Context: an optimization exercise on an open-source flow, tuned for small area, a short achievable clock period and few clock cycles per item. The choices shown serve that exercise and are no tape-out recipe.
Only simulation tests tie the RTL to the original design; equivalence was not proved.
Power figures rest on the tool's default switching activity, not on a simulated workload.

== run A ==
==> flow/design.v (excerpt) <==
module aq_axi_sdma64
(
  input         ARESETN,
  input         ACLK,
  input [15:0]  S_AXI_AWADDR,
  input [3:0]   S_AXI_AWCACHE,
  input [2:0]   S_AXI_AWPROT,
  input         S_AXI_AWVALID,
  output        S_AXI_AWREADY,
  input [31:0]  S_AXI_WDATA,
  input [3:0]   S_AXI_WSTRB,
  input         S_AXI_WVALID,
  output        S_AXI_WREADY,
  output        S_AXI_BVALID,
  input         S_AXI_BREADY,
  output [1:0]  S_AXI_BRESP,
  input [15:0]  S_AXI_ARADDR,
  input [3:0]   S_AXI_ARCACHE,
  input [2:0]   S_AXI_ARPROT,
  input         S_AXI_ARVALID,
  output        S_AXI_ARREADY,
  output [31:0] S_AXI_RDATA,
  output [1:0]  S_AXI_RRESP,
  output        S_AXI_RVALID,
  input         S_AXI_RREADY,
  output [0:0]  M_AXI_AWID,
  output [31:0] M_AXI_AWADDR,
  output [7:0]  M_AXI_AWLEN,
  output [2:0]  M_AXI_AWSIZE,
  output [1:0]  M_AXI_AWBURST,
  output        M_AXI_AWLOCK,
  output [3:0]  M_AXI_AWCACHE,
  output [2:0]  M_AXI_AWPROT,
  output [3:0]  M_AXI_AWQOS,
  output [0:0]  M_AXI_AWUSER,
  output        M_AXI_AWVALID,
  input         M_AXI_AWREADY,
  output [63:0] M_AXI_WDATA,
  output [7:0]  M_AXI_WSTRB,
  output        M_AXI_WLAST,
  output [0:0]  M_AXI_WUSER,
  output        M_AXI_WVALID,
  input         M_AXI_WREADY,
  input [0:0]   M_AXI_BID,
  input [1:0]   M_AXI_BRESP,
  input [0:0]   M_AXI_BUSER,
  input         M_AXI_BVALID,
  output        M_AXI_BREADY,
  output [0:0]  M_AXI_ARID,
  output [31:0] M_AXI_ARADDR,
  output [7:0]  M_AXI_ARLEN,
  output [2:0]  M_AXI_ARSIZE,
  output [1:0]  M_AXI_ARBURST,
  output [1:0]  M_AXI_ARLOCK,
  ...
Size: ~2000 cells after synthesis, roughly 670 flip-flops, ~550 I/O pins.
==> flow/config.mk <==
export PLATFORM = sky130hd
export DESIGN_NAME = aq_axi_sdma64
export DESIGN_NICKNAME = aq_axi_sdma64
export VERILOG_FILES = /design/flow/design.v
export SDC_FILE = /design/flow/constraint.sdc
export NUM_CORES = 4
export LEC_CHECK = 0
export ABC_CLOCK_PERIOD_IN_PS = 2200
export CAP_MARGIN = 20
export CORE_MARGIN = 2
export CORE_UTILIZATION = 65
export CTS_CLUSTER_DIAMETER = 60
export CTS_CLUSTER_SIZE = 30
export PLACE_DENSITY = 0.75
export SETUP_SLACK_MARGIN = 3.2
export SLEW_MARGIN = 20
==> flow/constraint.sdc <==
create_clock -name core_clock -period 5.5 [get_ports {ACLK}]
set_input_delay 1.1000 -clock core_clock [delete_from_list [all_inputs] [get_ports {ACLK}]]
set_output_delay 1.1000 -clock core_clock [all_outputs]
set_load 0.01 [all_outputs]
standard.sh (not shown) runs the stock make flow with config.mk's settings and CLKGATE_MAP_FILE= SYNTH_SCRIPT=/design/flow/synth_recipe.tcl, a recipe that flattens the netlist after the stock synthesis.
==> flow/flow/run.sh <==
#!/bin/bash
set -euo pipefail
export BUFFER_PORTS_ARGS="-buffer_cell sky130_fd_sc_hd__buf_1"
export RECOVER_POWER=100
bash standard.sh > standard.log 2>&1
Ran to the end and failed final checks on max-capacitance violations, max-slew violations: run A.
Testbench counts of run A, summed over its fixed seeds: cycles 113,529, bytes 935,008.
Changes in run B relative to run A:
Settings: SETUP_SLACK_MARGIN now 3.0, was 3.2.
==> flow/flow/run.sh <==
#!/bin/bash
set -euo pipefail
export BUFFER_PORTS_ARGS="-buffer_cell sky130_fd_sc_hd__buf_1"
bash standard.sh > standard.log 2>&1
[summary]
Run B has completed all stages; timing, DRC and antenna checks passed. Diff run A -> run B | leakage power | down by a few percent. Run B: total routing resource utilization after global routing is 0.29 points lower than what run A reported. The sequential cell fraction of total power in run B sits 2.5 points above the value recorded for run A. [run B] worst-case setup margin in the final layout rose 1020 ps relative to run A. Going from run A to run B, power consumption shrank by a few percent. Between run B and run A, it is run B whose data required time at the worst endpoint is lower, by 1260 ps. Run A ended up with sky130_fd_sc_hd__and4_1 as its slowest cell on the critical path; run B ended up with sky130_fd_sc_hd__edfxtp_1. Higher final design instance area without fill goes to run A over run B. Reported for run B and run A, remaining antenna violation count turned out identical to the last digit. The higher area growth from synthesis to final layout of run B and run A is in run A. Largest stage delay on the critical path | run B below run A.
diff inputs: run B => run C
Settings: CTS_CLUSTER_DIAMETER changed from 60 to 40; SETUP_SLACK_MARGIN changed from 3.0 to 3.2; ABC_CLOCK_PERIOD_IN_PS removed (was 2200); CTS_CLUSTER_SIZE changed from 30 to 20; ABC_AREA newly set to 1.
### Flow results
- From run B to run C the numbers moved as follows: total power picked up an extra 7.0%; count of clock-buffer cells in the layout now larger; part of the power in registers shrank by 6.3 points.
- First-iteration DRC count was higher in run C than in run B.
- All of run C and run B finish clean.
- In the metrics for run C and run B, the one carrying the lower number of diodes added for antenna fixing is run B.
- Sort run C and run B by relative contribution of combinational cells to total power asc -> top: run C
[inputs] run D vs run C
Settings: SETUP_SLACK_MARGIN changed from 3.2 to 3.25; CTS_CLUSTER_SIZE changed from 20 to 32; CORE_UTILIZATION changed from 65 to 70; PLACE_DENSITY changed from 0.75 to 0.8; CTS_CLUSTER_DIAMETER changed from 40 to 70.
### Flow results
In run D the timing-limited maximum frequency turned out 2.4% higher than in run C.
Looking at area fraction of clock buffers and clock inverters across run D and run C, the one that comes out higher is run C.
Of run D and run C, it is run D that has the higher relative contribution of sequential cells to total power.
Between run D and run C, the slew at the pin closest to its max-slew limit is lower for run D.
diff inputs: run D => run E
Settings: CTS_CLUSTER_DIAMETER now 60, was 70; PLACE_DENSITY now 0.75, was 0.8; CORE_UTILIZATION now 65, was 70; CTS_CLUSTER_SIZE now 30, was 32; SETUP_SLACK_MARGIN now 3.2, was 3.25.
Changes observed in run E relative to run D: global-route total usage across every layer has decreased, largest net degree at the start of global routing fell by 12, initial antenna violation count increased 2, switching portion of total power stayed essentially flat, part of the total power dissipated in the clock network increased by 0.8 points relative to the old numbers.
Worst hold-check slack of run E is on par with run D.
Run E falls short of run D in die area.
Edits applied to the flow inputs when going from run E to run F:
Settings: ABC_CLOCK_PERIOD_IN_PS: unset -> 2200; ABC_AREA: 1 -> unset.
## What came out
[run F vs run E] setup slack: lower in run F
Looking at utilization, run F sits 1.2 points higher than run E does.
From run E to run F the numbers moved as follows: final critical path time including I/O delays and setup now sits higher; share of cell area taken by multi-input logic gates rose by 0.92 points; delay of the slowest cell on the worst path shows no meaningful change.
Against run E, run F comes in 2.8 points lower on net switching share of the total power.
Run F: slew of the pin with the lowest slew margin 170 ps above run E

* * *

aq_axi_sdma64 again, from the RTL that the note above started with.
clock: 5.5 ns
lec_check: 0
abc_clock_period_in_ps: 2200
cap_margin: 20
core_margin: 2
core_utilization: 65
cts_cluster_diameter: 60
cts_cluster_size: 30
place_density: 0.75
setup_slack_margin: 3.2
slew_margin: 20
run.sh (not shown) runs the stock make flow with config.mk's settings and CLKGATE_MAP_FILE= SYNTH_SCRIPT=/design/flow/synth_recipe.tcl, a recipe that flattens the netlist after the stock synthesis.
Stock flow here: none of the scripts above is used.
Testbench counts at the start, summed over its fixed seeds: cycles 113,529, bytes 935,008.
Then changed:
==> flow/flow/run.sh (new file) <==
#!/bin/bash
set -euo pipefail
export BUFFER_PORTS_ARGS="-buffer_cell sky130_fd_sc_hd__buf_1"
bash standard.sh > standard.log 2>&1
==> flow/standard.sh (new file) <==
#!/bin/bash
# synth_recipe.tcl (not shown) runs the flow's synth.tcl, then flattens the netlist and writes it again
# the make line also repeats each setting of config.mk as NAME=value (left out here)
make -C /OpenROAD-flow-scripts/flow DESIGN_CONFIG=/design/flow/config.mk WORK_HOME=/design/flow/orfs CLKGATE_MAP_FILE= SYNTH_SCRIPT=/design/flow/synth_recipe.tcl "${@:-finish}"
Settings changed: ABC_AREA from default to 1, ABC_CLOCK_PERIOD_IN_PS 2200 to default, CORE_UTILIZATION 65 to 75, PLACE_DENSITY 0.75 to 0.85.
removed: flow/run.sh
=> Via count rises by about a fifth. Sequential power decreases by a few percent. Wire length grows by a few percent. Die area fell by roughly a tenth. Global-route usage increases by 6.3 points. Power goes down by a little under a tenth. Design area falls by a few percent. Cell count rises by about a fifth. Sequential cell count stays the same. Worst setup slack is better by 44 ps.
Then changed:
Settings changed: ABC_AREA 1 to default, ABC_CLOCK_PERIOD_IN_PS from default to 2200, CORE_UTILIZATION 75 to 65, PLACE_DENSITY 0.85 to 0.75, SETUP_SLACK_MARGIN 3.2 to 3.35.
Effect:
- The new run completed with no timing, DRC or antenna violations
- routed wire length decreases by 7.9%
- global-route usage decreases by 7.4 points
- register-to-register slack gains 50 ps
- area after synthesis decreases by 1.6%
- count of clock-buffer cells in the layout increases by 7
- total power increases by 9.1%
- fmax barely changes
- cell area increases by 3.8%
- utilization decreases by 7.6 points

* * *

== the reference run ==
Starting RTL as in the previous note.
clock: 5.5 ns
lec_check: 0
abc_clock_period_in_ps: 2000
cap_margin: 20
core_margin: 2
core_utilization: 60
cts_cluster_diameter: 60
cts_cluster_size: 30
place_density: 0.7
setup_slack_margin: 3.2
slew_margin: 20
standard.sh (not shown) runs the stock make flow with config.mk's settings and CLKGATE_MAP_FILE= SYNTH_SCRIPT=/design/flow/synth_recipe.tcl, a recipe that flattens the netlist after the stock synthesis.
==> flow/flow/run.sh <==
#!/bin/bash
set -euo pipefail
export BUFFER_PORTS_ARGS="-buffer_cell sky130_fd_sc_hd__buf_1"
bash standard.sh > standard.log 2>&1
Both conditions hold for the reference run: the flow ran to the end and the final layout passed the timing, design-rule and antenna checks.
Testbench counts of the reference run, summed over its fixed seeds: cycles 113,529, bytes 935,008.
The inputs of the trial run differ from those of the reference run as listed below.
Settings: CORE_UTILIZATION now 65, was 60; CTS_CLUSTER_SIZE now 20, was 30; PLACE_DENSITY now 0.75, was 0.7; ABC_CLOCK_PERIOD_IN_PS now 2200, was 2000; CTS_CLUSTER_DIAMETER now 50, was 60.
==> flow/run.sh (new file) <==
#!/bin/bash
# synth_recipe.tcl (not shown) runs the flow's synth.tcl, then flattens the netlist and writes it again
# the make line also repeats each setting of config.mk as NAME=value (left out here)
make -C /OpenROAD-flow-scripts/flow DESIGN_CONFIG=/design/flow/config.mk WORK_HOME=/design/flow/orfs CLKGATE_MAP_FILE= SYNTH_SCRIPT=/design/flow/synth_recipe.tcl finish
removed: flow/flow/run.sh
removed: flow/standard.sh
Results
The total wirelength of the detailed-routed design in the trial run sits about 5% above the value recorded for the reference run.
Summary of the trial run over the reference run: cell total after placement went down, portion of the layout cell area used by clock cells went up, fraction of area in non-clock buffers went up.

## separate check: timing with driven ports
How much do the figures lean on ideal ports? The routed layouts below were timed once more, with nothing changed but the port constraints. Step 1, drivers: a clkbuf_16 drives ACLK and a buf_2 each remaining input, both assumed. Step 2 adds t to the input delays and takes it off the output delays; t is the mean of the earliest and latest rising clock arrival at the registers after step 1. Input paths then give back, and output paths get back, about the clock's delay inside the block. Three values: ideal, step 1, step 2; two values: the first two.
run | t (ns) | slack for setup (ns) | latest minus earliest clock arrival (ns)
run A | 0.649 | 2.012 / 2.023 / 1.383 | 0.037 / 0.037
run B | 0.653 | 3.032 / 2.972 / 2.495 | 0.028 / 0.029
run C | 0.673 | 3.129 / 3.068 / 2.598 | 0.025 / 0.025
run D | 0.641 | 3.184 / 3.125 / 2.690 | 0.036 / 0.036
run E | 0.649 | 3.138 / 3.080 / 2.617 | 0.025 / 0.025
run F | 0.649 | 3.114 / 3.055 / 2.672 | 0.037 / 0.037
the first run of note 2 | 0.652 | 3.089 / 3.030 / 2.573 | 0.033 / 0.032
the second run of note 2 | 0.647 | 3.133 / 3.076 / 2.638 | 0.024 / 0.024
the third run of note 2 | 0.664 | 3.131 / 3.067 / 2.728 | 0.032 / 0.032
the reference run | 0.659 | 3.042 / 2.983 / 2.627 | 0.041 / 0.041
the trial run | 0.672 | 3.060 / 3.001 / 2.582 | 0.035 / 0.035
For run A, which loses most, drivers alone change the setup slack by +0.011 ns; drivers and shift together by -0.629 ns.
